Background: an optimization exercise with open tools, aiming at small area. Do not read the settings as production practice. The RTL was checked by simulation tests, not by an equivalence proof against the original design. Power figures rest on the tool's default switching activity, not on a simulated workload.

[flow/config.mk]
export PLATFORM = sky130hd
export DESIGN_NAME = TopLevel
export DESIGN_NICKNAME = TopLevel
export VERILOG_FILES = /design/flow/design.v
export SDC_FILE = /design/flow/constraint.sdc
export NUM_CORES = 8
export LEC_CHECK = 0
export CAP_MARGIN = 20
export CORE_MARGIN = 2
export CORE_UTILIZATION = 60
export CTS_BUF_LIST = sky130_fd_sc_hd__clkbuf_4
export CTS_CLUSTER_DIAMETER = 40
export CTS_CLUSTER_SIZE = 8
export SLEW_MARGIN = 20
[flow/constraint.sdc]
create_clock -name core_clock -period 20.0 [get_ports {clk}]
set_input_delay 4.0000 -clock core_clock [delete_from_list [all_inputs] [get_ports {clk}]]
set_output_delay 4.0000 -clock core_clock [all_outputs]
set_load 0.01 [all_outputs]
[flow/design.v]
module TopLevel (
    input  logic        clk, rst, interrupt,
    output logic [31:0] imem_addr,
    input  logic [31:0] imem_rdata,
    output logic [31:0] dmem_addr,
    output logic [31:0] dmem_wdata,
    output logic [3:0]  dmem_wmask,
    output logic        dmem_we,
    input  logic [31:0] dmem_rdata);
  localparam logic [2:0] INIT = 3'd0, S0 = 3'd1, S1 = 3'd2, S2 = 3'd3,
                         T0 = 3'd4, T1 = 3'd5, T2 = 3'd6;
  logic [2:0]  ph;         
  logic [2:0]  st;
  logic [29:0] pc;
  logic [31:0] a;          
  logic [31:0] t;          
  logic        mie_q, mpie_q, mtie_q;
  logic        carry_q, z_q, aux_q;
  logic [3:0]  prev_q;
  wire s0   = st == S0;
  wire s1   = st == S1;
  wire s2   = st == S2;
  wire t0   = st == T0;
  wire t1   = st == T1;
  wire t2   = st == T2;
  wire init = st == INIT;
  wire trap = t0 | t1 | t2;
  wire ph0  = ph == 3'd0;
  wire ph7  = ph == 3'd7;
  wire [31:0] ir  = imem_rdata;
  wire [4:0]  opc = ir[6:2];
  wire [2:0]  f3  = ir[14:12];
  wire [4:0]  rd  = ir[11:7];
  wire [4:0]  rs1 = ir[19:15];
  wire [4:0]  rs2 = ir[24:20];
  wire is_load  = opc == 5'b00000;
  wire is_opimm = opc == 5'b00100;
  wire is_auipc = opc == 5'b00101;
  wire is_store = opc == 5'b01000;
  wire is_op    = opc == 5'b01100;
  wire is_lui   = opc == 5'b01101;
  wire is_br    = opc == 5'b11000;
  wire is_jalr  = opc == 5'b11001;
  wire is_jal   = opc == 5'b11011;
  wire is_sys   = opc == 5'b11100;
  wire is_csr   = is_sys & (f3 != 3'b000);
  wire is_mret  = is_sys & (f3 == 3'b000) & ir[29];
  wire is_alu   = is_op | is_opimm;
  wire is_shift = is_alu & (f3[1:0] == 2'b01);
  wire is_slt   = is_alu & (f3[2:1] == 2'b01);
  wire is_logic = is_alu & f3[2] & (f3[1:0] != 2'b01);
  wire is_sub   = is_op & ir[30] & (f3 == 3'b000);
  wire csr_imm  = is_csr & f3[2];
  wire csr_reg  = is_csr & ~f3[2];
  wire len3 = (is_op & (is_shift | is_slt)) | csr_reg;
  wire len2 = is_jal | is_jalr | is_br | is_load | is_store | is_mret |
              (is_opimm & (is_shift | is_slt)) | (is_op & ~is_shift & ~is_slt) | csr_imm;
  wire last = (s0 & ~len2 & ~len3) | (s1 & ~len3) | s2 | t2;
  wire [11:0] csra = ir[31:20];
  wire c_mstatus = csra == 12'h300;
  wire c_mie     = csra == 12'h304;
  wire c_mip     = csra == 12'h344;
  wire c_mtvec   = csra == 12'h305;
  wire c_mepc    = csra == 12'h341;
  wire c_mcause  = csra == 12'h342;
  wire csr_wr    = (f3[1:0] == 2'b01) | (rs1 != 5'd0);
  wire cstep     = (csr_imm & s0) | (csr_reg & s1);    
  wire cwe       = cstep & csr_wr;
  wire sh_pre = is_shift & ((is_opimm & s0) | (is_op & s1));
  wire sh_wr  = is_shift & ((is_opimm & s1) | (is_op & s2));
  logic [5:0]   pa;
  logic [34:0]  wen;
  logic [3:0]   wdat;
  logic [139:0] onib;       
  assign onib[3:0] = 4'd0;
  genvar e;
  for (e = 1; e <= 34; e++) begin : g_rf
    logic [31:0] r;
    always_ff @(posedge clk) r <= {wen[e] ? wdat : r[3:0], r[31:4]};
    assign onib[4*e +: 4] = r[3:0];
  end
  always_comb begin
    pa = {1'b0, rs1};
    if (trap) pa = 6'd32;
    else if (is_mret) pa = 6'd33;
    else if (cstep) begin
      pa = 6'd0;
      if (c_mtvec)  pa = 6'd32;
      if (c_mepc)   pa = 6'd33;
      if (c_mcause) pa = 6'd34;
    end
    else if (((is_br | is_op) & s0) | (is_store & s1)) pa = {1'b0, rs2};
  end
  wire [3:0] p = onib[{pa, 2'b00} +: 4];
  logic [3:0] csyn;
  always_comb begin
    csyn = 4'd0;
    if (cstep) begin
      if (c_mstatus & ph == 3'd0) csyn = {mie_q, 3'b0};
      if (c_mstatus & ph == 3'd1) csyn = {mpie_q, 3'b0};
      if (c_mie     & ph == 3'd1) csyn = {mtie_q, 3'b0};
      if (c_mip     & ph == 3'd1) csyn = {interrupt, 3'b0};
    end
  end
  wire [3:0] pb = p | csyn;
  logic [31:0] imm;
  always_comb begin
    if (t1)                      imm = {27'd0, aux_q, aux_q, aux_q, 2'b00};
    else if (t2)                 imm = 32'h80000007;
    else if (t0)                 imm = 32'd0;
    else if (~s0)                imm = (is_jal | is_jalr) ? 32'd4 : {31'd0, aux_q};
    else if (is_store)           imm = {{20{ir[31]}}, ir[31:25], ir[11:7]};
    else if (is_br)              imm = {{19{ir[31]}}, ir[31], ir[7], ir[30:25], ir[11:8], 1'b0};
    else if (is_lui | is_auipc)  imm = {ir[31:12], 12'b0};
    else if (is_jal)             imm = {{11{ir[31]}}, ir[31], ir[19:12], ir[20], ir[30:21], 1'b0};
    else if (is_csr)             imm = {27'd0, rs1};
    else if (is_op | is_mret)     imm = 32'd0;
    else                         imm = {{20{ir[31]}}, ir[31:20]};
  end
  wire [3:0] immnib = imm[{ph, 2'b00} +: 4];
  wire [31:0] pcw = {pc, 2'b00};
  wire [3:0] pcnib = pcw[{ph, 2'b00} +: 4];
  wire xsel_pc = (s0 & (is_auipc | is_jal | is_br)) | (s1 & (is_jal | is_jalr)) | t0;
  wire xsel_p  = (s0 & (is_jalr | is_load | is_store | (is_opimm & ~is_shift) | csr_imm | is_mret | is_op)) |
                 (s1 & (is_br | is_op | csr_reg)) | t1;
  wire ysel_t  = (s1 & (is_op | is_br | is_csr)) | (s2 & csr_reg);
  wire [3:0] xo = xsel_pc ? pcnib : xsel_p ? pb : 4'd0;
  wire [3:0] yo = ysel_t ? t[3:0] : immnib;
  wire sub = (s0 & is_opimm & is_slt) | (s1 & (is_br | (is_op & (is_slt | is_sub))));
  wire [3:0] yv  = yo ^ {4{sub}};
  wire       cin = ph0 ? sub : carry_q;
  wire [4:0] sum5 = {1'b0, xo} + {1'b0, yv} + {4'd0, cin};
  wire [3:0] sum = sum5[3:0];
  wire       cout = sum5[4];
  logic [3:0] lut;
  always_comb begin
    if (is_csr) lut = (f3[1:0] == 2'b01) ? 4'b1010 : (f3[1:0] == 2'b10) ? 4'b1110 : 4'b0100;
    else        lut = (f3[1:0] == 2'b00) ? 4'b0110 : (f3[1:0] == 2'b10) ? 4'b1110 : 4'b1000;
  end
  logic [3:0] lres;
  always_comb for (int i = 0; i < 4; i++) lres[i] = lut[{xo[i], yo[i]}];
  wire use_logic = (s0 & is_opimm & is_logic) | (s1 & is_op & is_logic) | cstep;
  wire [3:0] res = use_logic ? lres : sum;
  wire uns   = is_br ? f3[1] : f3[0];
  wire lt    = uns ? ~cout : ((xo[3] ^ yo[3]) ? xo[3] : sum[3]);
  wire eq    = z_q & (sum == 4'd0);
  wire taken = f3[2] ? (lt ^ f3[0]) : (eq ^ f3[0]);
  wire [2:0] q = a[4:2];
  wire [1:0] r = a[1:0];
  wire left = ~f3[2];
  wire [2:0] depth = left ? q : 3'd7 - q;
  logic [3:0] tap;
  always_comb begin
    case (depth)
      3'd0: tap = pb;
      3'd1: tap = t[31:28];
      3'd2: tap = t[27:24];
      3'd3: tap = t[23:20];
      3'd4: tap = t[19:16];
      3'd5: tap = t[15:12];
      3'd6: tap = t[11:8];
      default: tap = t[7:4];
    endcase
  end
  wire [3:0] phq = {1'b0, ph} + {1'b0, q};
  logic [3:0] tapv;
  always_comb begin
    if (left) tapv = (sh_wr & (ph >= q)) ? tap : 4'd0;
    else      tapv = (sh_pre | (phq <= 4'd6)) ? tap : {4{aux_q}};
  end
  wire [2:0] shr = left ? (3'd4 - {1'b0, r}) : {1'b0, r};
  wire [7:0] win = {tapv, prev_q} >> shr;
  wire [3:0] shout = win[3:0];
  wire [1:0] off = a[1:0];
  wire [2:0] lidx = ph + {off, 1'b0};
  wire [3:0] lraw = dmem_rdata[{lidx, 2'b00} +: 4];
  wire lsgn = ~f3[2] & ((f3[1:0] == 2'b00) ? dmem_rdata[{off, 3'b111}] : dmem_rdata[{off[1], 4'b1111}]);
  wire lfill = ((f3[1:0] == 2'b00) & (ph >= 3'd2)) | ((f3[1:0] == 2'b01) & (ph >= 3'd4));
  wire [3:0] ldnib = lfill ? {4{lsgn}} : lraw;
  wire done = ph7 & last;
  wire jump = (s1 & (is_jal | is_jalr | (is_br & taken) | is_mret)) | t2;
  wire irq  = interrupt & mie_q & mtie_q;
  logic [29:0] pc_base, pc_next;
  logic [30:0] pc_c;
  always_comb begin
    pc_base = jump ? a[31:2] : pc;
    pc_c[0] = ~jump;
    for (int i = 0; i < 30; i++) begin
      pc_next[i] = pc_base[i] ^ pc_c[i];
      pc_c[i+1] = pc_base[i] & pc_c[i];
    end
  end
  wire a_we = (s0 & (is_load | is_store | is_jal | is_jalr | is_br | is_shift | is_mret)) | t1;
  wire gwe = (s0 & (is_lui | is_auipc | (is_opimm & ~is_shift & ~is_slt))) |
             (s1 & (is_jal | is_jalr | (is_opimm & (is_shift | is_slt)) |
                    (is_op & ~is_shift & ~is_slt) | is_load | csr_imm)) |
             (s2 & len3);
  always_comb begin
    wdat = res;
    if (s1 & is_load) wdat = ldnib;
    if (sh_wr) wdat = shout;
    if (ph0 & cwe & c_mtvec) wdat[1] = 1'b0;
    if (ph0 & cwe & c_mepc)  wdat[1:0] = 2'b00;
    if (init) wdat = 4'd0;
  end
  always_comb begin
    wen = '0;
    for (int i = 1; i < 32; i++) wen[i] = gwe & (rd == i);
    wen[32] = init | (cwe & c_mtvec);
    wen[33] = init | (cwe & c_mepc) | t0;
    wen[34] = init | (cwe & c_mcause) | t2;
  end
  assign imem_addr = pcw;
  assign dmem_addr = {a[31:2], 2'b00};
  assign dmem_wdata = {pb, t[31:4]};
  assign dmem_we = is_store & s1 & (ph == {~off, 1'b1});
  always_comb begin
    case (f3[1:0])
      2'b00:   dmem_wmask = 4'b0001 << off;
      2'b01:   dmem_wmask = off[1] ? 4'b1100 : 4'b0011;
      default: dmem_wmask = 4'b1111;
    endcase
  end
  always_ff @(posedge clk) begin
    t <= {pb, t[31:4]};
    carry_q <= cout;
    z_q <= (ph0 | z_q) & (sum == 4'd0);
    prev_q <= tapv;
    for (int j = 0; j < 8; j++) if (a_we && ph == j) a[4*j +: 4] <= res;
    if (t0 & ph0) aux_q <= p[0];
    else if (ph7 & ((s0 & is_opimm & is_slt) | (s1 & is_op & is_slt))) aux_q <= lt;
    else if (ph7 & sh_pre) aux_q <= pb[3] & ir[30];
  end
  always_ff @(posedge clk) begin
    if (rst) begin
      ph <= 3'd0;
      st <= INIT;
      pc <= 30'd0;
      mie_q <= 1'b0;
      mpie_q <= 1'b0;
      mtie_q <= 1'b0;
    end else begin
      ph <= ph + 3'd1;
      if (done) pc <= pc_next;
      if (ph7) begin
        case (st)
          INIT:    st <= irq ? T0 : S0;
          S0:      st <= last ? (irq ? T0 : S0) : S1;
          S1:      st <= last ? (irq ? T0 : S0) : S2;
          S2:      st <= irq ? T0 : S0;
          T0:      st <= T1;
          T1:      st <= T2;
          default: st <= S0;
        endcase
      end
      if (cwe & c_mstatus & (ph == 3'd0)) mie_q <= res[3];
      if (cwe & c_mstatus & (ph == 3'd1)) mpie_q <= res[3];
      if (cwe & c_mie & (ph == 3'd1)) mtie_q <= res[3];
      if (s1 & is_mret & ph7) begin
        mie_q <= mpie_q;
        mpie_q <= 1'b1;
      end
      if (t0 & ph0) begin
        mpie_q <= mie_q;
        mie_q <= 1'b0;
      end
    end
  end
endmodule
[flow/flow/run.sh]
#!/bin/bash
# The standard layout, with two changes:
#  - after the standard synthesis, its combinational logic is mapped again by
#    ABC for area; flip-flops keep their instances, names and cell types;
#  - every port gets the smallest buffer.
# Each tool's output goes to a log file of its own in this folder.
set -euo pipefail
RES="$PWD/orfs/results/$FLOW_PLATFORM/TopLevel/base"
BP="BUFFER_PORTS_ARGS=-buffer_cell sky130_fd_sc_hd__buf_1"
YOSYS="${FLOW_HOME}/../tools/install/yosys/bin/yosys"
command -v yosys >/dev/null 2>&1 && YOSYS="$(command -v yosys)"
LIB="${FLOW_HOME}/platforms/${FLOW_PLATFORM}/lib/sky130_fd_sc_hd__tt_025C_1v80.lib"

# standard synthesis
bash standard.sh "$BP" "$RES/1_2_yosys.v" > standard_synth.log 2>&1
cp "$RES/1_2_yosys.v" "$RES/1_2_yosys_std.v"

# area remap of the combinational cells
DU=""
for c in $(cat flow/dont_use.txt); do DU="$DU -dont_use $c"; done
cat > remap.ys <<EOT
read_liberty -ignore_miss_func $LIB
delete sky130_fd_sc_hd__*df* sky130_fd_sc_hd__*dl* sky130_fd_sc_hd__conb_*
write_verilog -noattr remap_models.v
design -reset
read_liberty -lib $LIB
read_verilog -sv $RES/1_2_yosys_std.v
hierarchy -top $FLOW_TOP
techmap -map remap_models.v
techmap
rename -hide w:*.*
opt -fast -purge
abc -liberty $LIB $DU -script $PWD/flow/area.abc
opt_clean -purge
hilomap -singleton -hicell sky130_fd_sc_hd__conb_1 HI -locell sky130_fd_sc_hd__conb_1 LO
rename -hide w:*.*
splitnets
opt_clean -purge
insbuf -buf sky130_fd_sc_hd__buf_4 A X
check -assert
stat -liberty $LIB
write_verilog -noattr -nohex -nodec $RES/1_2_yosys.v
EOT
"$YOSYS" -s remap.ys > remap.log 2>&1

# the rest of the standard flow
CTS="CTS_ARGS=-sink_clustering_enable -repair_clock_nets -sink_clustering_size 18 -sink_clustering_max_diameter 40 -buf_list sky130_fd_sc_hd__clkbuf_8 -dont_use_dummy_load"
bash standard.sh "$BP" "$CTS" finish > standard.log 2>&1
[flow/flow/area.abc]
strash
dch -f
map -a
topo
[flow/flow/dont_use.txt]
sky130_fd_sc_hd__probe_p_8
sky130_fd_sc_hd__probec_p_8
sky130_fd_sc_hd__lpflow_bleeder_1
sky130_fd_sc_hd__lpflow_clkbufkapwr_1
sky130_fd_sc_hd__lpflow_clkbufkapwr_16
sky130_fd_sc_hd__lpflow_clkbufkapwr_2
sky130_fd_sc_hd__lpflow_clkbufkapwr_4
sky130_fd_sc_hd__lpflow_clkbufkapwr_8
sky130_fd_sc_hd__lpflow_clkinvkapwr_1
sky130_fd_sc_hd__lpflow_clkinvkapwr_16
sky130_fd_sc_hd__lpflow_clkinvkapwr_2
sky130_fd_sc_hd__lpflow_clkinvkapwr_4
sky130_fd_sc_hd__lpflow_clkinvkapwr_8
sky130_fd_sc_hd__lpflow_decapkapwr_12
sky130_fd_sc_hd__lpflow_decapkapwr_3
sky130_fd_sc_hd__lpflow_decapkapwr_4
sky130_fd_sc_hd__lpflow_decapkapwr_6
sky130_fd_sc_hd__lpflow_decapkapwr_8
sky130_fd_sc_hd__lpflow_inputiso0n_1
sky130_fd_sc_hd__lpflow_inputiso0p_1
sky130_fd_sc_hd__lpflow_inputiso1n_1
sky130_fd_sc_hd__lpflow_inputiso1p_1
sky130_fd_sc_hd__lpflow_inputisolatch_1
sky130_fd_sc_hd__lpflow_isobufsrc_1
sky130_fd_sc_hd__lpflow_isobufsrc_16
sky130_fd_sc_hd__lpflow_isobufsrc_2
sky130_fd_sc_hd__lpflow_isobufsrc_4
sky130_fd_sc_hd__lpflow_isobufsrc_8
sky130_fd_sc_hd__lpflow_isobufsrckapwr_16
sky130_fd_sc_hd__lpflow_lsbuf_lh_hl_isowell_tap_1
sky130_fd_sc_hd__lpflow_lsbuf_lh_hl_isowell_tap_2
sky130_fd_sc_hd__lpflow_lsbuf_lh_hl_isowell_tap_4
sky130_fd_sc_hd__lpflow_lsbuf_lh_isowell_4
sky130_fd_sc_hd__lpflow_lsbuf_lh_isowell_tap_1
sky130_fd_sc_hd__lpflow_lsbuf_lh_isowell_tap_2
sky130_fd_sc_hd__lpflow_lsbuf_lh_isowell_tap_4
[flow/standard.sh]
#!/bin/bash
# synth_recipe.tcl (not shown) runs the flow's synth.tcl, then flattens the netlist and writes it again
# the make line also repeats each setting of config.mk as NAME=value (left out here)
make -C /OpenROAD-flow-scripts/flow DESIGN_CONFIG=/design/flow/config.mk WORK_HOME=/design/flow/orfs CLKGATE_MAP_FILE= SYNTH_SCRIPT=/design/flow/synth_recipe.tcl "${@:-finish}"
==> run_results.csv, run 1 <==
group,metric,value,unit
detailed_routing,first_pass_iters,5,
cells_and_area,fill_cells,4033,
setup_path,cp_top_family,"simple AND/OR/NAND/NOR gates",
global_routing,grt_use_total,0.276,
cts,cts_setup_buffers,0,
power,ir_worst_vdd,0.0903,mV
die,core-area,0.0528,mm^2
cells_and_area,fin_nets,3090,
timing,setup_tns,0,ns
global_routing,grt.busiest_layer,"met2",
cells_and_area,synthToLayoutAreaGrowth,8.38,%
power,p_leak,12.9,nW
timing,finClkSkew,0.117,ns
setup_path,cp_max_fo,45,
die,die_area,0.0554,mm^2
placement,io_buffers,161,
setup_path,end_kind,"flop",
yosys,ys_warn_count,1,
detailed_routing,vias,20400,
setup_path,cp-start-kind,"primary input",
die,pin_count,168,
worst_hold_path,worstHoldStart,"g_rf[34].r[12]",
cts,ctsLongestPathBuffers,3,
die,floorplan.initialDensity,0.608,
timing,fin_crit,17.54,ns
setup_path,rr_endpoint,"pc[29]",
detailed_routing,drt-wirelength-per-cell,20.8,um
detailed_routing,drt-initial-drc-count,2041,
global_routing,grt_pass1_wl,115000,um
yosys,synthCells,2787,
setup_path,arrival,18.09,ns
timing,period_share,0.877,
setup_path,r2r_start,"st[0]",
die,dieHeight,235,um
cts,numCtsBuffers,107,
status,status,"finished clean",
cts,holdBufCountCts,0,
global_routing,grtUsageMet3,0.0550,
worst_hold_path,whs_path_depth,0,
global_routing,grt_util_met2,0.410,
setup_path,crit_slowest_cell,"nor2_1",
global_routing,met1_usage,0.408,
power,powerDensity,107,mW/mm^2
die,core.rowCount,84,
detailed_routing,wl,77100,um
global_routing,grt_max_degree,46,
cts,path_clk_slew,0.09,ns
timing,slew_viol_final,0,
cts,cts_root_buffer,"clkbuf_8",
setup_path,rrSetupSlack,6.48,ns
placement,dp_cells,3601,
timing,maxSlewHeadroom,0.147,
setup_path,worst-path-buf-inv,20,
yosys,synthesis.area,0.0321,mm^2
detailed_routing,ant_nets,0,
placement,hpwl,55400,um
setup_path,slowest_delay,0.80,ns
cells_and_area,stdcell_count,3714,
timing,fmax,57.0,MHz
global_routing,first_global_vias,19200,
timing,setup_violations,0,
global_routing,overflow,0,
flow_run,maxCapViolations,0,
detailed_routing,vias_per_cell,5.50,
cts,clock_latency,0.74,ns
yosys,syn-mean-instance-area,11.5,um^2
setup_path,worstPathRequired,20.55,ns
cts,cts.sinks,1198,
worst_hold_path,hold_class,"flop to flop",
timing,rsz0062_at_grt,"no",
cts,cts_resized,0,
timing,final_hold_viol_count,0,
cts,tritoncts,"yes",
placement,gp_congestion,0.963,
cts,cts.htree.levels,3,
setup_path,cp.depth,74,
die,fp.dieW,235,um
cells_and_area,final_layout_size_suffix_gt1_frac,0.0487,
timing,worst_pin_slew,1.26,ns
setup_path,crit_type,"primary input to flop",
global_routing,antenna_found_initial,5,
setup_path,path_common_cell,"nor2_1",
setup_path,r2r.worst_path.cells,73,
worst_hold_path,min_to,"g_rf[34].r[8]",
detailed_routing,drc,0,
==> placed cells by master, fill, tap and decap left out, drive strengths merged, types with 5 or more instances in the layout <==
cell / instances
dfxtp: 1165
nand2: 342
o21ai: 245
nor2: 242
clkinv: 210
buf: 185
a21oi: 125
clkbuf: 108
nand3: 79
nor3: 39
o22ai: 37
edfxtp: 33
a31oi: 20
a22oi: 19
a221oi: 17
o41ai: 17
o221ai: 15
nand4: 13
o2111ai: 12
o211ai: 10
a211oi: 9
xnor2: 9
xor2: 9
nor4: 6
o311ai: 6
diode: 5
o31ai: 5
o21a: 5
==> worst max-delay path by stage <==
stage                     endpoint          start
after CTS                   pc[29]  imem_rdata[5]
after global routing        pc[29]  imem_rdata[5]
after global placement      pc[29]  imem_rdata[5]
after detailed placement    pc[29]  imem_rdata[5]
final                       pc[29]  imem_rdata[5]
after floorplan             pc[29]  imem_rdata[2]
==> power breakdown <==
| group | switching, mW | internal, mW | total [mW] | leakage [nW] |
|---|---|---|---|---|
| Sequential | 0.0114 | 2.41 | 2.42 | 9.69 |
| Combinational | 0.102 | 0.0342 | 0.137 | 2.48 |
| Clock | 0.687 | 0.474 | 1.16 | 0.769 |
==> final cells by class <==
type                    instances  area, um^2  share of cell area
well taps                     688         861              0.0247
diodes                          5        12.5            0.000360
clock buffers                 107        1470              0.0423
repair buffers                186         790              0.0227
inverters                     210         788              0.0227
multi-input cells            1320        6550               0.188
flip-flops and latches       1198       24300               0.699
==> worst register-to-register path: cells and delay by family, from the launching register on <==
family                 cells  cell delay, ns
and+or+nand+nor           42            7.11
buffers and inverters     20            3.81
DFF                        1            0.62
AOI/OAI and AO/OA         11            1.92
==> metal layers <==
| layer | share of wire | routed length (um) |
|---|---|---|
| met5 | 0.00014 | 11 |
| met3 | 0.072 | 5520 |
| met4 | 0.026 | 2000 |
| met1 | 0.47 | 36500 |
| met2 | 0.43 | 33100 |
==> flip-flops by register name, indices dropped and copies added, names as in the netlist <==
signal / flops
aux_q: 1
carry_q: 1
mtie_q: 1
ph: 3
pc: 30
t: 32
mpie_q: 1
mie_q: 1
z_q: 1
st: 3
a: 32
g_rf.r: 1088
prev_q: 4
==> through the flow <==
step | setup WS (ns) | util | total power, mW | hold WS [ns] | instance area, um^2
floorplan | 4.87 | - | 2.55 | 0.310 | 32100
global placement | 2.58 | 0.631 | 2.61 | 0.309 | 33300
detailed placement | 2.18 | 0.631 | 2.61 | 0.312 | 33300
CTS | 2.85 | 0.659 | 3.74 | 0.251 | 34800
global route | 0.991 | 0.659 | 3.84 | 0.242 | 34800
finish | 2.46 | 0.659 | 3.72 | 0.266 | 34800
==> inputs of run 2 (changes only) <==
--- a/flow/flow/run.sh
+++ b/flow/flow/run.sh
@@ -44,5 +44,5 @@
 "$YOSYS" -s remap.ys > remap.log 2>&1
 
 # the rest of the standard flow
-CTS="CTS_ARGS=-sink_clustering_enable -repair_clock_nets -sink_clustering_size 18 -sink_clustering_max_diameter 40 -buf_list sky130_fd_sc_hd__clkbuf_8 -dont_use_dummy_load"
+CTS="CTS_ARGS=-sink_clustering_enable -repair_clock_nets -sink_clustering_size 32 -sink_clustering_max_diameter 50 -buf_list sky130_fd_sc_hd__clkbuf_16 -root_buf sky130_fd_sc_hd__clkbuf_4 -dont_use_dummy_load"
 bash standard.sh "$BP" "$CTS" finish > standard.log 2>&1
==> run_results.csv, run 2 <==
group,metric,value,unit
timing,worst_pin_slew,1.32,ns
cts,cts_setup_buffers,0,
setup_path,end_kind,"flop",
power,powerDensity,108,mW/mm^2
timing,setup_violations,0,
detailed_routing,first_pass_iters,6,
global_routing,first_global_vias,19300,
global_routing,overflow,0,
cts,ctsLongestPathBuffers,3,
setup_path,worstPathRequired,20.73,ns
setup_path,slowest_delay,0.81,ns
cts,cts.htree.levels,3,
cts,cts_root_buffer,"clkbuf_4",
detailed_routing,vias,20500,
global_routing,grt_max_degree,46,
yosys,ys_warn_count,1,
cts,cts.sinks,1198,
cells_and_area,top_register,"g_rf.r",
worst_hold_path,hold_class,"flop to flop",
detailed_routing,ant_nets,0,
cells_and_area,largest_reg_flops,1088,
placement,io_buffers,161,
timing,slew_viol_final,0,
cts,tritoncts,"yes",
timing,rsz0062_at_grt,"no",
status,status,"finished clean",
yosys,synthesis.area,0.0321,mm^2
power,p_leak,12.9,nW
timing,final_hold_viol_count,0,
detailed_routing,drt-wirelength-per-cell,21.5,um
global_routing,grt_use_total,0.282,
detailed_routing,wl,78900,um
detailed_routing,vias_per_cell,5.57,
die,die_area,0.0554,mm^2
placement,dp_cells,3601,
flow_run,maxCapViolations,0,
die,core-area,0.0528,mm^2
placement,hpwl,55400,um
timing,maxSlewHeadroom,0.109,
placement,gp_congestion,0.963,
global_routing,grt_pass1_wl,117000,um
cts,cts_resized,0,
timing,fin_crit,17.38,ns
die,core.rowCount,84,
timing,setup_tns,0,ns
cts,path_clk_slew,0.11,ns
cts,clock_latency,0.97,ns
timing,finClkSkew,0.159,ns
cells_and_area,final_layout_size_suffix_gt1_frac,0.0359,
cts,numCtsBuffers,67,
detailed_routing,drt-initial-drc-count,2463,
cells_and_area,synthToLayoutAreaGrowth,8.52,%
cells_and_area,final_cell_mix,"dfxtp_1, nand2_1, o21ai_0",
die,dieHeight,235,um
setup_path,cp_max_fo,45,
detailed_routing,drc,0,
setup_path,cp-start-kind,"primary input",
cells_and_area,stdcell_count,3673,
cells_and_area,fin_nets,3050,
timing,fmax,57.5,MHz
timing,period_share,0.869,
cells_and_area,largestRegisters,"g_rf.r (1088), a (32), t (32)",
yosys,syn-mean-instance-area,11.5,um^2
power,ir_worst_vdd,0.116,mV
global_routing,antenna_found_initial,5,
die,fp.dieW,235,um
setup_path,crit_slowest_cell,"nor2_1",
die,floorplan.initialDensity,0.608,
setup_path,arrival,18.11,ns
die,pin_count,168,
setup_path,rrSetupSlack,6.40,ns
yosys,synthCells,2787,
cells_and_area,final_common_cell,"dfxtp_1",
cts,holdBufCountCts,0,
setup_path,crit_type,"primary input to flop",
setup_path,path_common_cell,"nor2_1",
## run 2: critical path: cells and delay by family
family,cells,cell delay [ns]
compound gates,11,1.88
buf+inv,20,4.14
simple gates,43,8.03
## run 2: area by class of cell
type,instances,area (um^2)
well taps,688,861
diodes,4,10.0
multi-input cells,1320,6550
fillers,3967,17900
repair buffers,186,790
flip-flops and latches,1198,24300
clock buffers,67,1520
inverters,210,788
## run 2: worst paths after layout
check / startpoint / cells after the start / end
min reg2reg: g_rf[17].r[25] / 0 / g_rf[17].r[21]
max: imem_rdata[5] / 74 / pc[29]
min: g_rf[17].r[25] / 0 / g_rf[17].r[21]
max reg2reg: st[0] / 73 / pc[29]
## run 2: power by group
| part | internal, mW | switching [mW] | total [mW] |
|---|---|---|---|
| sequential | 2.41 | 0.0115 | 2.42 |
| clock | 0.526 | 0.693 | 1.22 |
| combinational | 0.0343 | 0.102 | 0.136 |
| total | 2.97 | 0.806 | 3.78 |
## run 2: metrics by stage
step / utilization / setup slack (ns) / hold WS (ns) / area, um^2 / power, mW
final: 0.660 / 2.62 / 0.244 / 34800 / 3.78
after global routing: 0.660 / 1.18 / 0.250 / 34800 / 3.88
after CTS: 0.660 / 3.05 / 0.239 / 34800 / 3.79
after detailed placement: 0.631 / 2.18 / 0.312 / 33300 / 2.61
after global placement: 0.631 / 2.58 / 0.309 / 33300 / 2.61
after floorplan: - / 4.87 / 0.310 / 32100 / 2.55
## run 2: layer usage
layer | share of wire | wire, um | global-route usage | vias up
met5 | 0.00016 | 13 | 0 | -
met4 | 0.028 | 2180 | 0.0938 | 2
met3 | 0.072 | 5650 | 0.0460 | 170
met2 | 0.44 | 34400 | 0.426 | 838
met1 | 0.47 | 36700 | 0.416 | 9839
li1 | - | - | - | 9623
==> inputs of run 3 (changes only) <==
--- a/flow/flow/run.sh
+++ b/flow/flow/run.sh
@@ -44,5 +44,5 @@
 "$YOSYS" -s remap.ys > remap.log 2>&1
 
 # the rest of the standard flow
-CTS="CTS_ARGS=-sink_clustering_enable -repair_clock_nets -sink_clustering_size 32 -sink_clustering_max_diameter 50 -buf_list sky130_fd_sc_hd__clkbuf_16 -root_buf sky130_fd_sc_hd__clkbuf_4 -dont_use_dummy_load"
+CTS="CTS_ARGS=-sink_clustering_enable -repair_clock_nets -sink_clustering_size 24 -sink_clustering_max_diameter 50 -buf_list {sky130_fd_sc_hd__clkbuf_4 sky130_fd_sc_hd__clkbuf_8 sky130_fd_sc_hd__clkbuf_16} -dont_use_dummy_load"
 bash standard.sh "$BP" "$CTS" finish > standard.log 2>&1
==> flow/flow/area.abc (replaced) <==
strash
dc2
dch -f
amap
strash
dc2
dch -f
amap
topo
==> run_results.csv, run 3 <==
group,metric,value,unit
status,status,"finished clean",
die,core.rowCount,84,
cts,cts.htree.levels,3,
power,fin_total_pwr,3.91,mW
worst_hold_path,hold_class,"flop to flop",
die,fp.dieW,233,um
yosys,synthesis.area,0.0316,mm^2
cts,cts_setup_buffers,0,
timing,fmax,53.7,MHz
cts,cts.sinks,1198,
timing,final_hold_viol_count,0,
placement,hpwl,53600,um
detailed_routing,drt-initial-drc-count,1686,
yosys,syn-mean-instance-area,12.3,um^2
flow_run,maxCapViolations,0,
setup_path,cp_max_fo,14,
worst_hold_path,worstHoldStart,"g_rf[5].r[15]",
timing,worst_pin_slew,1.13,ns
detailed_routing,topRoutingLayerUsed,"met4",
placement,gp_congestion,0.965,
die,dieHeight,233,um
cts,clock_latency,0.63,ns
detailed_routing,drc,0,
cells_and_area,final_common_cell,"dfxtp_1",
timing,setup_violations,0,
die,pin_count,168,
timing,layout_setup_ws,1.38,ns
yosys,ys_warn_count,1,
timing,finClkSkew,0.109,ns
placement,io_buffers,161,
die,floorplan.initialDensity,0.604,
power,ir_worst_vdd,0.0944,mV
detailed_routing,vias,19500,
cells_and_area,largest_reg_flops,1088,
detailed_routing,vias_per_cell,5.59,
timing,fin_crit,18.62,ns
cells_and_area,final_cell_mix,"dfxtp_1, nor2_1, clkinv_1",
cells_and_area,synthToLayoutAreaGrowth,10.5,%
setup_path,r2r_start,"st[0]",
cells_and_area,top_register,"g_rf.r",
detailed_routing,ant_nets,0,
detailed_routing,wl_met3,5210,um
cts,tritoncts,"yes",
timing,rsz0062_at_grt,"no",
cells_and_area,utilization,0.668,
setup_path,path_common_cell,"or2_0",
timing,period_share,0.931,
setup_path,end_kind,"flop",
global_routing,first_global_vias,18900,
die,die_area,0.0545,mm^2
cts,cts_resized,0,
cts,holdBufCountCts,0,
timing,setup_tns,0,ns
cts,ctsLongestPathBuffers,3,
global_routing,grt_pass1_wl,113000,um
cells_and_area,fill_cells,3711,
power,p_leak,13.0,nW
detailed_routing,first_pass_iters,8,
timing,slew_viol_final,0,
cells_and_area,regArea,0.0243,mm^2
detailed_routing,wl_met1,34000,um
setup_path,worstPathRequired,20.39,ns
cells_and_area,multiInputGateArea,0.00600,mm^2
global_routing,grt_max_degree,32,
placement,post-place-ws,1.21,ns
yosys,synthCells,2575,
cts,numCtsBuffers,74,
setup_path,slowest_delay,0.65,ns
cells_and_area,largestRegisters,"g_rf.r (1088), a (32), t (32)",
detailed_routing,wl_met2,34900,um
setup_path,cp-startpoint,"imem_rdata[5]",
detailed_routing,drt-wirelength-per-cell,22.0,um
timing,maxSlewHeadroom,0.244,
setup_path,crit_slowest_cell,"o21ai_0",
setup_path,crit_type,"primary input to flop",
cells_and_area,final_layout_size_suffix_gt1_frac,0.0481,
setup_path,arrival,19.01,ns
cts,path_clk_slew,0.07,ns
die,core-area,0.0522,mm^2
global_routing,antenna_found_initial,0,
setup_path,cp-start-kind,"primary input",
global_routing,overflow,0,
detailed_routing,wl,76800,um
cells_and_area,fin_nets,2877,
power,powerDensity,112,mW/mm^2
global_routing,grt_use_total,0.280,
cts,cts_root_buffer,"clkbuf_16",
==> run 3: power by group <==
part / total, mW / switching (mW) / leakage (nW) / internal (mW)
Combinational: 0.126 / 0.0914 / 2.37 / 0.0349
Clock: 1.36 / 0.706 / 0.912 / 0.656
Sequential: 2.42 / 0.0102 / 9.70 / 2.41
Total: 3.91 / 0.808 / 13.0 / 3.10
==> run 3: metrics by stage <==
stage,hold WS [ns],instances,instance area [um^2]
floorplan,0.310,2578,31600
finish,0.286,3497,34900
global route,0.286,3496,34900
CTS,0.289,3496,34900
global placement,0.310,3422,33000
detailed placement,0.312,3422,33000
==> run 3: final cells by class <==
type                            instances  share of cell area
Tap cell                              688              0.0247
Inverter                              215              0.0231
Antenna cell                            1           0.0000718
Sequential cell                      1198               0.697
Multi-Input combinational cell       1103               0.172
Timing Repair Buffer                  218              0.0296
Clock buffer                           74              0.0531
==> run 3: worst max-delay path: cells and delay by family <==
family,cells,cell delay [ns]
buf+inv,9,1.96
compound gates,15,3.56
simple gates,37,9.43
==> run 3: routing by layer <==
layer | GRT usage | vias up
li1 | - | 9205
met1 | 0.384 | 9340
met2 | 0.449 | 803
met3 | 0.0425 | 183
met4 | 0.114 | 0
met5 | 0 | -
==> run 3: final timing paths <==
path | endpoint | slack (ns) | depth (start not counted)
min | g_rf[5].r[11] | 0.29 | 0
min reg2reg | g_rf[5].r[11] | 0.29 | 0
max | pc[29] | 1.38 | 61
max reg2reg | pc[29] | 4.64 | 60
==> inputs of run 4 (changes only) <==
--- a/flow/flow/run.sh
+++ b/flow/flow/run.sh
@@ -44,5 +44,5 @@
 "$YOSYS" -s remap.ys > remap.log 2>&1
 
 # the rest of the standard flow
-CTS="CTS_ARGS=-sink_clustering_enable -repair_clock_nets -sink_clustering_size 24 -sink_clustering_max_diameter 50 -buf_list {sky130_fd_sc_hd__clkbuf_4 sky130_fd_sc_hd__clkbuf_8 sky130_fd_sc_hd__clkbuf_16} -dont_use_dummy_load"
+CTS="CTS_ARGS=-sink_clustering_enable -repair_clock_nets -sink_clustering_size 28 -sink_clustering_max_diameter 75 -buf_list sky130_fd_sc_hd__clkbuf_16 -dont_use_dummy_load"
 bash standard.sh "$BP" "$CTS" finish > standard.log 2>&1
==> run_results.csv, run 4 <==
group,metric,value,unit
global_routing,antenna_found_initial,0,
cts,cts_setup_buffers,0,
setup_path,cp_max_fo,14,
cts,cts.sinks,1198,
cells_and_area,largest_reg_flops,1088,
die,core-area,0.0522,mm^2
setup_path,rrSetupSlack,4.78,ns
timing,period_share,0.922,
cts,tritoncts,"yes",
setup_path,arrival,18.90,ns
die,die_area,0.0545,mm^2
yosys,synthesis.area,0.0316,mm^2
detailed_routing,ant_nets,0,
detailed_routing,first_pass_iters,6,
cells_and_area,final_cell_mix,"dfxtp_1, nor2_1, clkinv_1",
power,powerDensity,107,mW/mm^2
timing,rsz0062_at_grt,"no",
cells_and_area,multiInputGateArea,0.00600,mm^2
setup_path,cp-start-kind,"primary input",
cells_and_area,fill_cells,3814,
detailed_routing,drt-initial-drc-count,1818,
detailed_routing,vias,19400,
timing,slew_viol_final,0,
cells_and_area,fin_nets,2856,
placement,io_buffers,161,
cells_and_area,regArea,0.0243,mm^2
placement,hpwl,53600,um
die,fp.dieW,233,um
status,status,"finished clean",
global_routing,grt_max_degree,32,
cells_and_area,utilization,0.657,
yosys,syn-mean-instance-area,12.3,um^2
cells_and_area,synthToLayoutAreaGrowth,8.80,%
cells_and_area,largestRegisters,"g_rf.r (1088), a (32), t (32)",
power,p_int,2.92,mW
power,p_sw,0.773,mW
timing,worst_pin_slew,1.18,ns
cts,ctsLongestPathBuffers,3,
timing,setup_violations,0,
setup_path,slowest_delay,0.66,ns
setup_path,path_common_cell,"or2_0",
detailed_routing,drt-wirelength-per-cell,22.0,um
timing,fmax,54.2,MHz
die,core.rowCount,84,
timing,maxSlewHeadroom,0.216,
global_routing,overflow,0,
cts,path_clk_slew,0.10,ns
timing,fin_crit,18.44,ns
timing,hold_ws,0.272,ns
cts,holdBufCountCts,0,
cells_and_area,final_layout_size_suffix_gt1_frac,0.0409,
power,power.share.clock,0.310,
cts,cts_root_buffer,"clkbuf_16",
cts,cts_resized,0,
timing,finClkSkew,0.120,ns
timing,setup_tns,0,ns
setup_path,crit_slowest_cell,"nor2_1",
global_routing,first_global_vias,18700,
die,floorplan.initialDensity,0.604,
setup_path,crit_type,"primary input to flop",
power,pwr-share-seq,0.656,
yosys,ys_warn_count,1,
cells_and_area,top_register,"g_rf.r",
cts,cts.htree.levels,2,
cts,clock_latency,0.65,ns
cts,numCtsBuffers,53,
die,pin_count,168,
detailed_routing,drc,0,
die,dieHeight,233,um
flow_run,maxCapViolations,0,
power,pwr-share-comb,0.034,
yosys,synthCells,2575,
worst_hold_path,hold_class,"flop to flop",
setup_path,worstPathRequired,20.45,ns
cells_and_area,final_common_cell,"dfxtp_1",
global_routing,grt_pass1_wl,112000,um
setup_path,end_kind,"flop",
timing,final_hold_viol_count,0,
power,ir_worst_vdd,0.147,mV
placement,gp_congestion,0.965,
power,p_leak,12.7,nW
power,sw_frac_of_total,0.209,
detailed_routing,wl,76400,um
detailed_routing,vias_per_cell,5.59,
global_routing,grt_use_total,0.277,
==> run 4: path summary, 6_finish.rpt <==
check,cells past startpoint,from,end
hold reg to reg,0,g_rf[2].r[20],g_rf[2].r[16]
setup / recovery,61,imem_rdata[5],pc[29]
setup reg to reg,57,st[2],pc[29]
hold / removal,0,g_rf[2].r[20],g_rf[2].r[16]
==> run 4: per-layer routing <==
layer	up-vias	wire length (um)	GRT usage
met5	-	0	0
met4	0	2790	0.107
met3	160	5120	0.0372
met2	767	34500	0.441
met1	9345	34000	0.388
li1	9166	-	-
==> run 4: area by class of cell <==
class / instances / area share
sequential: 1198 / 0.708
multi-input combinational: 1103 / 0.175
clock buffer: 53 / 0.0386
timing repair buffer: 218 / 0.0301
tap: 688 / 0.0251
inverter: 215 / 0.0235
antenna: 1 / 0.0000729
==> run 4: per-stage QoR <==
step | instances | worst slack [ns] | instance area [um^2] | power, mW
2_1_floorplan | 2578 | 0.571 | 31600 | 2.54
3_3_place_gp | 3422 | 1.44 | 33000 | 2.60
3_5_place_dp | 3422 | 1.21 | 33000 | 2.60
4_1_cts | 3475 | 1.74 | 34300 | 3.70
5_1_grt | 3475 | 0.285 | 34300 | 3.80
6_report | 3476 | 1.56 | 34300 | 3.69
==> run 4: critical path: cells and delay by family <==
| kind | cells | cell delay (ns) |
|---|---|---|
| AO/OA/AOI/OAI | 15 | 3.53 |
| buffers and inverters | 9 | 1.95 |
| AND/OR/NAND/NOR | 37 | 9.40 |
==> run 4: power groups by stage <==
stage / combinational [mW] / sequential [mW] / clock [mW]
floorplan: 0.0728 / 2.47 / 0
global placement: 0.123 / 2.47 / 0
detailed placement: 0.124 / 2.47 / 0
CTS: 0.124 / 2.42 / 1.16
global route: 0.135 / 2.42 / 1.24
finish: 0.126 / 2.42 / 1.14
==> inputs of run 5 (changes only) <==
--- a/flow/flow/run.sh
+++ b/flow/flow/run.sh
@@ -44,5 +44,4 @@
 "$YOSYS" -s remap.ys > remap.log 2>&1
 
 # the rest of the standard flow
-CTS="CTS_ARGS=-sink_clustering_enable -repair_clock_nets -sink_clustering_size 28 -sink_clustering_max_diameter 75 -buf_list sky130_fd_sc_hd__clkbuf_16 -dont_use_dummy_load"
-bash standard.sh "$BP" "$CTS" finish > standard.log 2>&1
+bash standard.sh "$BP" finish > standard.log 2>&1
==> flow/flow/area.abc (replaced) <==
strash
dch -f
map -a
topo
==> run_results.csv, run 5 <==
group,metric,value,unit
die,floorplan.initialDensity,0.608,
cells_and_area,fin_nets,3159,
cts,ctsLongestPathBuffers,3,
setup_path,path_common_cell,"nor2_1",
cts,cts.htree.levels,4,
detailed_routing,wl,78100,um
worst_hold_path,hold_class,"flop to flop",
setup_path,crit_type,"primary input to flop",
detailed_routing,drt-initial-drc-count,2148,
timing,fin_crit,17.13,ns
cts,clock_latency,1.02,ns
cells_and_area,top_register,"g_rf.r",
setup_path,arrival,18.03,ns
die,core-area,0.0528,mm^2
cts,cts_root_buffer,"clkbuf_4",
global_routing,grt_pass1_wl,117000,um
cells_and_area,largest_reg_flops,1088,
timing,rsz0062_at_grt,"no",
flow_run,maxCapViolations,0,
timing,setup_tns,0,ns
cts,numCtsBuffers,176,
power,ir_worst_vdd,0.0831,mV
die,die_area,0.0554,mm^2
global_routing,antenna_found_initial,6,
global_routing,met1_usage,0.408,
timing,period_share,0.856,
cells_and_area,final_common_cell,"dfxtp_1",
placement,gp_congestion,0.963,
setup_path,crit_slowest_cell,"clkinv_1",
detailed_routing,vias_per_cell,5.50,
detailed_routing,first_pass_iters,6,
yosys,ys_warn_count,1,
cells_and_area,utilization,0.664,
power,powerDensity,109,mW/mm^2
placement,io_buffers,161,
cts,cts.sinks,1198,
die,pin_count,168,
setup_path,end_kind,"flop",
global_routing,grtUsageMet3,0.0595,
timing,fmax,58.4,MHz
yosys,synthesis.area,0.0321,mm^2
cts,tritoncts,"yes",
cts,cts_setup_buffers,0,
timing,setup_violations,0,
global_routing,first_global_vias,20000,
cts,cts_resized,0,
timing,hold_ws,0.311,ns
die,fp.dieW,235,um
cts,holdBufCountCts,0,
placement,hpwl,55400,um
status,status,"finished clean",
yosys,synthCells,2787,
global_routing,overflow,0,
cells_and_area,stdcell_count,3823,
timing,maxSlewHeadroom,0.167,
cells_and_area,largestRegisters,"g_rf.r (1088), a (32), t (32)",
detailed_routing,drt-wirelength-per-cell,20.4,um
timing,final_hold_viol_count,0,
placement,post-place-ws,2.18,ns
power,p_leak,13.2,nW
timing,worst_pin_slew,1.24,ns
die,dieHeight,235,um
global_routing,grt_max_degree,46,
cells_and_area,fill_cells,4044,
timing,slew_viol_final,0,
setup_path,slowest_delay,0.82,ns
cts,path_clk_slew,0.09,ns
timing,finClkSkew,0.0684,ns
timing,layout_setup_ws,2.87,ns
die,core.rowCount,84,
global_routing,grt_use_total,0.281,
detailed_routing,vias,21000,
yosys,syn-mean-instance-area,11.5,um^2
setup_path,worstPathRequired,20.91,ns
setup_path,cp_max_fo,45,
cells_and_area,final_layout_size_suffix_gt1_frac,0.0805,
detailed_routing,drc,0,
cells_and_area,synthToLayoutAreaGrowth,9.13,%
cells_and_area,final_cell_mix,"dfxtp_1, nand2_1, o21ai_0",
placement,dp_cells,3601,
global_routing,grt.busiest_layer,"met2",
setup_path,cp-start-kind,"primary input",
detailed_routing,ant_nets,0,
global_routing,grt_util_met2,0.414,
==> run 5: path summary, 6_finish.rpt <==
path / startpoint / to / slack [ns] / cells after the start
max: imem_rdata[2] / pc[29] / 2.87 / 75
min reg2reg: g_rf[34].r[18] / g_rf[34].r[14] / 0.31 / 0
max reg2reg: st[0] / pc[29] / 6.58 / 73
min: g_rf[34].r[18] / g_rf[34].r[14] / 0.31 / 0
==> run 5: metrics by stage <==
stage	total power, mW	area (um^2)
after floorplan	2.55	32100
after global placement	2.61	33300
after detailed placement	2.61	33300
after CTS	3.84	35000
after global routing	3.95	35000
final	3.81	35000
==> run 5: where the power goes <==
| group | switching [mW] | internal, mW |
|---|---|---|
| sequential | 0.0114 | 2.41 |
| clock | 0.759 | 0.493 |
| combinational | 0.103 | 0.0343 |
| total | 0.873 | 2.93 |
==> run 5: layer usage <==
metal / wire length, um / vias to the layer above / part of all wire
li1: - / 9930 / -
met1: 36500 / 9987 / 0.47
met2: 33800 / 929 / 0.43
met3: 5740 / 160 / 0.073
met4: 2090 / 2 / 0.027
met5: 11 / - / 0.00014
==> run 5: final cells by class <==
| cell class | count | area [um^2] | area share |
|---|---|---|---|
| Tap cell | 688 | 861 | 0.0246 |
| Timing Repair Buffer | 186 | 790 | 0.0225 |
| Clock buffer | 183 | 1370 | 0.0392 |
| Sequential cell | 1198 | 24300 | 0.694 |
| Clock inverter | 32 | 335 | 0.00957 |
| Inverter | 210 | 788 | 0.0225 |
| Antenna cell | 6 | 15.0 | 0.000429 |
| Multi-Input combinational cell | 1320 | 6550 | 0.187 |
==> run 5: worst max-delay path, delay by kind of cell <==
family,cells,cell delay (ns)
and+or+nand+nor,44,8.12
buffers and inverters,20,4.05
AOI/OAI and AO/OA,11,1.84
==> inputs of run 6 (changes only) <==
--- a/flow/flow/run.sh
+++ b/flow/flow/run.sh
@@ -44,4 +44,5 @@
 "$YOSYS" -s remap.ys > remap.log 2>&1
 
 # the rest of the standard flow
-bash standard.sh "$BP" finish > standard.log 2>&1
+CTS="CTS_ARGS=-sink_clustering_enable -repair_clock_nets -sink_clustering_size 30 -sink_clustering_max_diameter 60 -buf_list sky130_fd_sc_hd__clkbuf_16 -dont_use_dummy_load"
+bash standard.sh "$BP" "$CTS" finish > standard.log 2>&1
==> flow/flow/area.abc (replaced) <==
strash
dc2
dch -f
amap
strash
dc2
dch -f
amap
topo
--- a/flow/config.mk
+++ b/flow/config.mk
@@ -8,7 +8,5 @@
 export CAP_MARGIN = 20
 export CORE_MARGIN = 2
 export CORE_UTILIZATION = 60
-export CTS_BUF_LIST = sky130_fd_sc_hd__clkbuf_4
-export CTS_CLUSTER_DIAMETER = 40
-export CTS_CLUSTER_SIZE = 8
+export GPL_TIMING_DRIVEN = 0
 export SLEW_MARGIN = 20
==> run_results.csv, run 6 <==
group,metric,value,unit
setup_path,arrival,19.47,ns
yosys,synthesis.area,0.0316,mm^2
timing,slew_viol_final,0,
setup_path,slowest_delay,0.54,ns
cts,numCtsBuffers,54,
setup_path,path_common_cell,"or2_0",
flow_run,maxCapViolations,0,
detailed_routing,first_pass_iters,7,
timing,setup_violations,0,
die,core-area,0.0522,mm^2
power,powerDensity,106,mW/mm^2
placement,io_buffers,161,
detailed_routing,vias,19500,
timing,fmax,52.5,MHz
cells_and_area,utilization,0.668,
setup_path,crit_type,"primary input to flop",
setup_path,worst-path-buf-inv,10,
global_routing,overflow,0,
detailed_routing,ant_nets,0,
die,dieHeight,233,um
cts,cts.htree.levels,2,
cts,ctsLongestPathBuffers,3,
timing,fin_crit,19.04,ns
power,pwr-share-seq,0.652,
die,floorplan.initialDensity,0.604,
setup_path,rrSetupSlack,3.93,ns
cells_and_area,largest_reg_flops,1088,
die,fp.dieW,233,um
global_routing,first_global_vias,18500,
global_routing,grt_pass1_wl,111000,um
status,status,"finished clean",
yosys,ys_warn_count,1,
placement,post-place-ws,-3.66,ns
detailed_routing,drt-initial-drc-count,1873,
setup_path,cp_top_family,"simple AND/OR/NAND/NOR gates",
global_routing,grt_use_total,0.273,
cells_and_area,final_common_cell,"dfxtp_1",
cts,cts_root_buffer,"clkbuf_16",
power,p_int,2.93,mW
power,fin_total_pwr,3.71,mW
cts,path_clk_slew,0.10,ns
power,p_sw,0.778,mW
setup_path,worstPathRequired,20.43,ns
setup_path,cp-start-kind,"primary input",
cells_and_area,top_register,"g_rf.r",
cts,clock_latency,0.65,ns
setup_path,end_kind,"flop",
setup_path,cp_max_fo,37,
detailed_routing,vias_per_cell,5.56,
yosys,synthCells,2575,
timing,final_hold_viol_count,0,
timing,finClkSkew,0.119,ns
power,power.share.clock,0.310,
worst_hold_path,hold_class,"flop to flop",
timing,period_share,0.952,
detailed_routing,drc,0,
placement,hpwl,53100,um
cells_and_area,largestRegisters,"g_rf.r (1088), a (32), t (32)",
cts,cts.sinks,1198,
cells_and_area,fin_nets,2881,
detailed_routing,wl,75300,um
cells_and_area,synthToLayoutAreaGrowth,10.6,%
cells_and_area,final_layout_size_suffix_gt1_frac,0.0626,
cells_and_area,final_cell_mix,"dfxtp_1, nor2_1, clkinv_1",
power,ir_worst_vdd,0.105,mV
yosys,syn-mean-instance-area,12.3,um^2
power,p_leak,13.0,nW
cts,tritoncts,"yes",
power,pwr-share-comb,0.038,
setup_path,crit_slowest_cell,"nor4_2",
timing,maxSlewHeadroom,0.225,
timing,layout_setup_ws,0.959,ns
cts,holdBufCountCts,0,
timing,worst_pin_slew,1.16,ns
die,pin_count,168,
timing,setup_tns,0,ns
global_routing,antenna_found_initial,1,
global_routing,grt_max_degree,38,
power,sw_frac_of_total,0.210,
detailed_routing,drt-wirelength-per-cell,21.5,um
die,core.rowCount,84,
placement,gp_congestion,0.959,
die,die_area,0.0545,mm^2
run 6: final cells by class:
cell class	instances	area (um^2)
clock buffer	54	1350
timing repair buffer	180	845
inverter	215	835
multi-input combinational	1103	6220
tap	688	861
buffer	62	465
sequential	1198	24300
fill	3766	17300
antenna	1	2.50
run 6: timing repair:
| item | in CTS | in global routing |
|---|---|---|
| pin swaps | 1 | 6 |
| endpoints found under the hold margin | 0 | 0 |
| resized for setup | 28 | 15 |
| setup buffers | 1 | 10 |
| setup endpoints to repair | 14 | 6 |
run 6: metal layers:
layer / GRT usage / wire (um)
met1: 0.374 / 33600
met2: 0.440 / 34300
met3: 0.0483 / 4990
met4: 0.0945 / 2390
met5: 0 / 11
run 6: worst register-to-register path, delay by kind of cell (launching register included):
family,cells,cell delay [ns]
AO/OA/AOI/OAI,14,2.86
AND/OR/NAND/NOR,38,10.54
flip-flops,1,0.48
buffers and inverters,9,2.03
run 6: worst paths after layout:
path,startpoint,to,cells after the start
setup / recovery,imem_rdata[5],pc[29],62
setup reg to reg,st[1],pc[29],61
hold / removal,g_rf[34].r[19],g_rf[34].r[15],0
hold reg to reg,g_rf[34].r[19],g_rf[34].r[15],0
run 6: power groups by stage:
| stage | clock network, mW | registers, mW | logic (mW) |
|---|---|---|---|
| floorplan | 0 | 2.47 | 0.0728 |
| global placement | 0 | 2.47 | 0.128 |
| detailed placement | 0 | 2.47 | 0.133 |
| CTS | 1.17 | 2.42 | 0.135 |
| global route | 1.25 | 2.42 | 0.150 |
| finish | 1.15 | 2.42 | 0.141 |
run 6: stage by stage:
| stage | cells | instance area (um^2) | hold slack, ns |
|---|---|---|---|
| global route | 3500 | 34900 | 0.279 |
| CTS | 3489 | 34700 | 0.283 |
| finish | 3501 | 34900 | 0.293 |
| detailed placement | 3434 | 33300 | 0.312 |
| global placement | 3427 | 33000 | 0.310 |
| floorplan | 2578 | 31600 | 0.310 |
==> inputs of run 7 (changes only) <==
--- a/flow/config.mk
+++ b/flow/config.mk
@@ -8,5 +8,5 @@
 export CAP_MARGIN = 20
 export CORE_MARGIN = 2
 export CORE_UTILIZATION = 60
-export GPL_TIMING_DRIVEN = 0
+export PLACE_DENSITY = 0.75
 export SLEW_MARGIN = 20
==> run_results.csv, run 7 <==
group,metric,value,unit
cts,cts_root_buffer,"clkbuf_16",
placement,io_buffers,161,
yosys,syn-mean-instance-area,12.3,um^2
timing,rsz0062_at_grt,"no",
power,powerDensity,108,mW/mm^2
placement,hpwl,55600,um
detailed_routing,drc,0,
cells_and_area,final_layout_size_suffix_gt1_frac,0.0433,
setup_path,crit_type,"primary input to flop",
die,core.rowCount,84,
cells_and_area,top_register,"g_rf.r",
die,core-area,0.0522,mm^2
yosys,synthesis.area,0.0316,mm^2
timing,final_hold_viol_count,0,
global_routing,grt_pass1_wl,114000,um
setup_path,r2r_start,"st[0]",
timing,setup_tns,0,ns
cts,cts_resized,0,
timing,maxSlewHeadroom,0.250,
timing,fmax,54.1,MHz
worst_hold_path,whs_path_depth,0,
global_routing,grt_use_total,0.284,
cells_and_area,largest_reg_flops,1088,
cells_and_area,largestRegisters,"g_rf.r (1088), a (32), t (32)",
setup_path,r2r.worst_path.cells,59,
power,p_leak,12.8,nW
cts,numCtsBuffers,55,
power,fin_total_pwr,3.71,mW
worst_hold_path,hold_class,"flop to flop",
worst_hold_path,min_to,"g_rf[34].r[20]",
die,pin_count,168,
timing,worst_pin_slew,1.13,ns
detailed_routing,first_pass_iters,8,
timing,fin_crit,18.48,ns
cts,path_clk_slew,0.10,ns
cts,holdBufCountCts,0,
cts,clock_latency,0.66,ns
global_routing,grt_max_degree,32,
placement,gp_congestion,0.943,
timing,finClkSkew,0.117,ns
timing,slew_viol_final,0,
cts,cts_setup_buffers,0,
flow_run,maxCapViolations,0,
detailed_routing,ant_nets,0,
cells_and_area,fin_nets,2861,
detailed_routing,wl,77700,um
global_routing,overflow,0,
cells_and_area,final_cell_mix,"dfxtp_1, nor2_1, clkinv_1",
setup_path,end_kind,"flop",
setup_path,rrSetupSlack,4.52,ns
worst_hold_path,worstHoldStart,"g_rf[34].r[24]",
global_routing,first_global_vias,18900,
global_routing,antenna_found_initial,2,
setup_path,arrival,18.93,ns
detailed_routing,drt-initial-drc-count,1768,
detailed_routing,drt-wirelength-per-cell,22.3,um
setup_path,crit_slowest_cell,"o21ai_0",
yosys,synthCells,2575,
detailed_routing,vias_per_cell,5.63,
placement,placed_cell_area,0.0330,mm^2
timing,setup_violations,0,
yosys,ys_warn_count,1,
status,status,"finished clean",
power,ir_worst_vdd,0.105,mV
detailed_routing,vias,19600,
setup_path,rr_endpoint,"pc[29]",
cts,cts.htree.levels,2,
setup_path,path_common_cell,"or2_0",
cells_and_area,final_common_cell,"dfxtp_1",
cts,tritoncts,"yes",
die,die_area,0.0545,mm^2
die,dieHeight,233,um
setup_path,slowest_delay,0.55,ns
setup_path,cp_max_fo,8,
die,fp.dieW,233,um
setup_path,worstPathRequired,20.44,ns
cts,cts.sinks,1198,
setup_path,cp-start-kind,"primary input",
cts,ctsLongestPathBuffers,3,
die,floorplan.initialDensity,0.604,
cells_and_area,finalInstanceArea,0.0344,mm^2
cells_and_area,synthToLayoutAreaGrowth,9.09,%
timing,period_share,0.924,
[run 7: through the flow]
stage / hold slack [ns] / util / std cells / worst slack [ns]
after CTS: 0.282 / 0.659 / 3480 / 1.97
after global placement: 0.310 / 0.633 / 3425 / 1.66
after global routing: 0.281 / 0.659 / 3480 / 0.418
after floorplan: 0.310 / - / 2578 / 0.571
final: 0.276 / 0.659 / 3484 / 1.52
after detailed placement: 0.312 / 0.633 / 3425 / 1.44
[run 7: worst max-delay path by stage]
stage | startpoint | to | slack, ns | cells past startpoint
after floorplan | imem_rdata[5] | pc[29] | 0.57 | 57
after global placement | imem_rdata[5] | pc[29] | 1.66 | 59
after detailed placement | imem_rdata[5] | pc[29] | 1.44 | 60
after CTS | imem_rdata[5] | pc[29] | 1.97 | 60
after global routing | imem_rdata[5] | pc[29] | 0.42 | 60
final | imem_rdata[5] | pc[29] | 1.52 | 60
[run 7: report_power, final]
| part | internal [mW] | leakage [nW] | switching, mW |
|---|---|---|---|
| Sequential | 2.41 | 9.70 | 0.0101 |
| Clock | 0.490 | 0.678 | 0.669 |
| Combinational | 0.0362 | 2.38 | 0.0959 |
| Total | 2.93 | 12.8 | 0.775 |
[run 7: cell type report]
class                      instances  area, um^2
tap                              688         861
timing repair buffer             221        1050
inverter                         215         807
clock buffer                      55        1380
fill                            3830       17800
sequential                      1198       24300
antenna                            4        10.0
multi-input combinational       1103        6010
[run 7: routing by layer]
metal / share of wire / wire length (um) / vias to the layer above / track usage
li1: - / - / 9169 / -
met1: 0.44 / 33800 / 9360 / 0.392
met2: 0.45 / 35000 / 881 / 0.450
met3: 0.074 / 5790 / 201 / 0.0463
met4: 0.039 / 3050 / 2 / 0.110
met5: 0.00012 / 9 / - / 0
[run 7: worst max-delay path, delay by kind of cell]
family / cells / cell delay, ns
AO/OA/AOI/OAI: 14 / 3.38
buffers and inverters: 10 / 2.46
AND/OR/NAND/NOR: 36 / 9.01
==> inputs of run 8 (changes only) <==
--- a/flow/config.mk
+++ b/flow/config.mk
@@ -7,6 +7,6 @@
 export LEC_CHECK = 0
 export CAP_MARGIN = 20
 export CORE_MARGIN = 2
-export CORE_UTILIZATION = 60
-export PLACE_DENSITY = 0.75
+export CORE_UTILIZATION = 70
+export PLACE_DENSITY = 0.8
 export SLEW_MARGIN = 20
==> run_results.csv, run 8 <==
group,metric,value,unit
detailed_routing,ant_nets,0,
cells_and_area,synthToLayoutAreaGrowth,8.18,%
detailed_routing,drt-wirelength-per-cell,27.5,um
global_routing,grt_pass1_wl,136000,um
die,dieHeight,216,um
timing,maxSlewHeadroom,0.256,
cts,ctsLongestPathBuffers,3,
power,p_int,2.90,mW
global_routing,grt_use_total,0.393,
power,p_sw,0.811,mW
setup_path,end_kind,"flop",
power,fin_total_pwr,3.71,mW
setup_path,crit_slowest_cell,"nor4_1",
global_routing,grt_max_degree,32,
timing,worst_pin_slew,1.12,ns
detailed_routing,vias,21400,
worst_hold_path,hold_class,"flop to flop",
timing,fin_crit,19.14,ns
power,ir_worst_vdd,0.132,mV
cts,tritoncts,"yes",
timing,fmax,52.3,MHz
timing,setup_violations,0,
die,core-area,0.0443,mm^2
setup_path,arrival,19.57,ns
cells_and_area,largestRegisters,"g_rf.r (1088), a (32), t (32)",
cts,cts_root_buffer,"clkbuf_16",
die,core.rowCount,77,
cells_and_area,fill_cells,2398,
cts,cts.sinks,1198,
timing,setup_tns,0,ns
yosys,syn-mean-instance-area,12.3,um^2
cells_and_area,top_register,"g_rf.r",
detailed_routing,first_pass_iters,13,
power,power.share.clock,0.312,
yosys,synthesis.area,0.0316,mm^2
power,powerDensity,109,mW/mm^2
placement,hpwl,58500,um
cts,numCtsBuffers,51,
placement,io_buffers,161,
global_routing,overflow,0,
cells_and_area,final_cell_mix,"dfxtp_1, nor2_1, clkinv_1",
power,pwr-share-seq,0.651,
cells_and_area,stdcell_count,3367,
detailed_routing,drt-initial-drc-count,3666,
die,die_area,0.0468,mm^2
cts,cts_setup_buffers,0,
cts,clock_latency,0.67,ns
setup_path,path_common_cell,"or2_0",
cts,path_clk_slew,0.10,ns
die,fp.dieW,216,um
setup_path,slowest_delay,0.51,ns
power,pwr-share-comb,0.037,
detailed_routing,drc,0,
yosys,synthCells,2575,
timing,final_hold_viol_count,0,
detailed_routing,vias_per_cell,6.37,
cells_and_area,fin_nets,2841,
die,floorplan.initialDensity,0.712,
cts,cts.htree.levels,2,
timing,period_share,0.957,
placement,dp_cells,3312,
cells_and_area,final_common_cell,"dfxtp_1",
placement,gp_congestion,0.997,
timing,slew_viol_final,0,
power,sw_frac_of_total,0.218,
yosys,ys_warn_count,1,
setup_path,cp-start-kind,"primary input",
die,pin_count,168,
cells_and_area,largest_reg_flops,1088,
global_routing,antenna_found_initial,6,
detailed_routing,wl,92500,um
cells_and_area,final_layout_size_suffix_gt1_frac,0.0393,
setup_path,crit_type,"primary input to flop",
power,p_leak,12.7,nW
setup_path,worstPathRequired,20.43,ns
global_routing,first_global_vias,21000,
flow_run,maxCapViolations,0,
setup_path,cp_max_fo,11,
timing,finClkSkew,0.129,ns
status,status,"finished clean",
-- run 8: final timing paths --
check | start | endpoint | slack, ns | depth (start not counted)
min | g_rf[12].r[5] | g_rf[12].r[1] | 0.24 | 0
max reg2reg | st[0] | pc[29] | 3.57 | 60
min reg2reg | g_rf[12].r[5] | g_rf[12].r[1] | 0.24 | 0
max | imem_rdata[5] | pc[29] | 0.86 | 61
-- run 8: worst max-delay path, delay by kind of cell --
kind	cells	cell delay, ns
AO/OA/AOI/OAI	14	3.10
buffers and inverters	11	2.86
AND/OR/NAND/NOR	36	9.55
-- run 8: cell type report --
class	instances	area, um^2	share of cell area
Sequential cell	1198	24300	0.712
Multi-Input combinational cell	1103	6050	0.177
Clock buffer	51	1280	0.0374
Timing Repair Buffer	205	951	0.0279
Inverter	215	807	0.0236
Tap cell	592	741	0.0217
Antenna cell	3	7.51	0.000220
-- run 8: power by group through the flow --
stage | clock (mW) | combinational, mW | sequential [mW]
after floorplan | 0 | 0.0728 | 2.47
after global placement | 0 | 0.121 | 2.47
after detailed placement | 0 | 0.124 | 2.47
after CTS | 1.14 | 0.127 | 2.42
after global routing | 1.22 | 0.142 | 2.42
final | 1.16 | 0.137 | 2.42
-- run 8: repair_timing --
| item | in CTS | in global routing |
|---|---|---|
| setup endpoints to repair | 0 | 5 |
| gates resized for setup | 0 | 9 |
| hold buffers | 0 | 0 |
-- run 8: metal layers --
layer / wire, um / global-route usage / vias to the layer above
li1: - / - / 9120
met1: 34700 / 0.506 / 10100
met2: 41300 / 0.618 / 1745
met3: 10000 / 0.0961 / 477
met4: 6380 / 0.213 / 6
met5: 86 / 0.00313 / -
-- run 8: per-stage QoR --
step | instance area (um^2) | utilization | setup slack [ns] | hold WS (ns)
6_report | 34100 | 0.770 | 0.861 | 0.244
3_3_place_gp | 32800 | 0.740 | 0.817 | 0.310
3_5_place_dp | 32800 | 0.740 | 0.188 | 0.312
5_1_grt | 34100 | 0.770 | -0.0535 | 0.231
4_1_cts | 34100 | 0.769 | 0.531 | 0.238
2_1_floorplan | 31600 | - | 0.571 | 0.310

afterwards: timing with drivers on the ports:
How much do the figures lean on ideal ports? The routed layouts below were timed once more, with nothing changed but the port constraints. Step 1 sets driving cells, clkbuf_16 on the clock port and buf_2 on the other inputs (assumed; they add their load-dependent delay and slew). Step 2 also shifts input and output timing later by t, the mid clock arrival at the registers, as if the neighbouring blocks saw the same clock. a / b / c = ideal / step 1 / step 2; a / b = the first two.
| run | t, ns | setup WS [ns] | clock arrival spread, ns | pins driven straight from the clock port |
|---|---|---|---|---|
| run 1 | 0.741 | 2.465 / 2.419 / 1.679 | 0.119 / 0.119 | 1 |
| run 2 | 0.952 | 2.620 / 2.579 / 1.628 | 0.159 / 0.159 | 1 |
| run 3 | 0.638 | 1.380 / 1.348 / 0.709 | 0.108 / 0.109 | 1 |
| run 4 | 0.652 | 1.557 / 1.521 / 0.869 | 0.122 / 0.121 | 1 |
| run 5 | 1.041 | 2.871 / 2.845 / 1.804 | 0.069 / 0.068 | 1 |
| run 6 | 0.649 | 0.959 / 0.985 / 0.336 | 0.119 / 0.119 | 1 |
| run 7 | 0.661 | 1.517 / 1.484 / 0.822 | 0.117 / 0.117 | 1 |
| run 8 | 0.662 | 0.861 / 0.859 / 0.197 | 0.130 / 0.130 | 1 |
After both steps setup and hold are still met in every run listed. The setup slack of run 5, which loses most, moves by -0.026 ns with the drivers and by -1.067 ns with both steps.
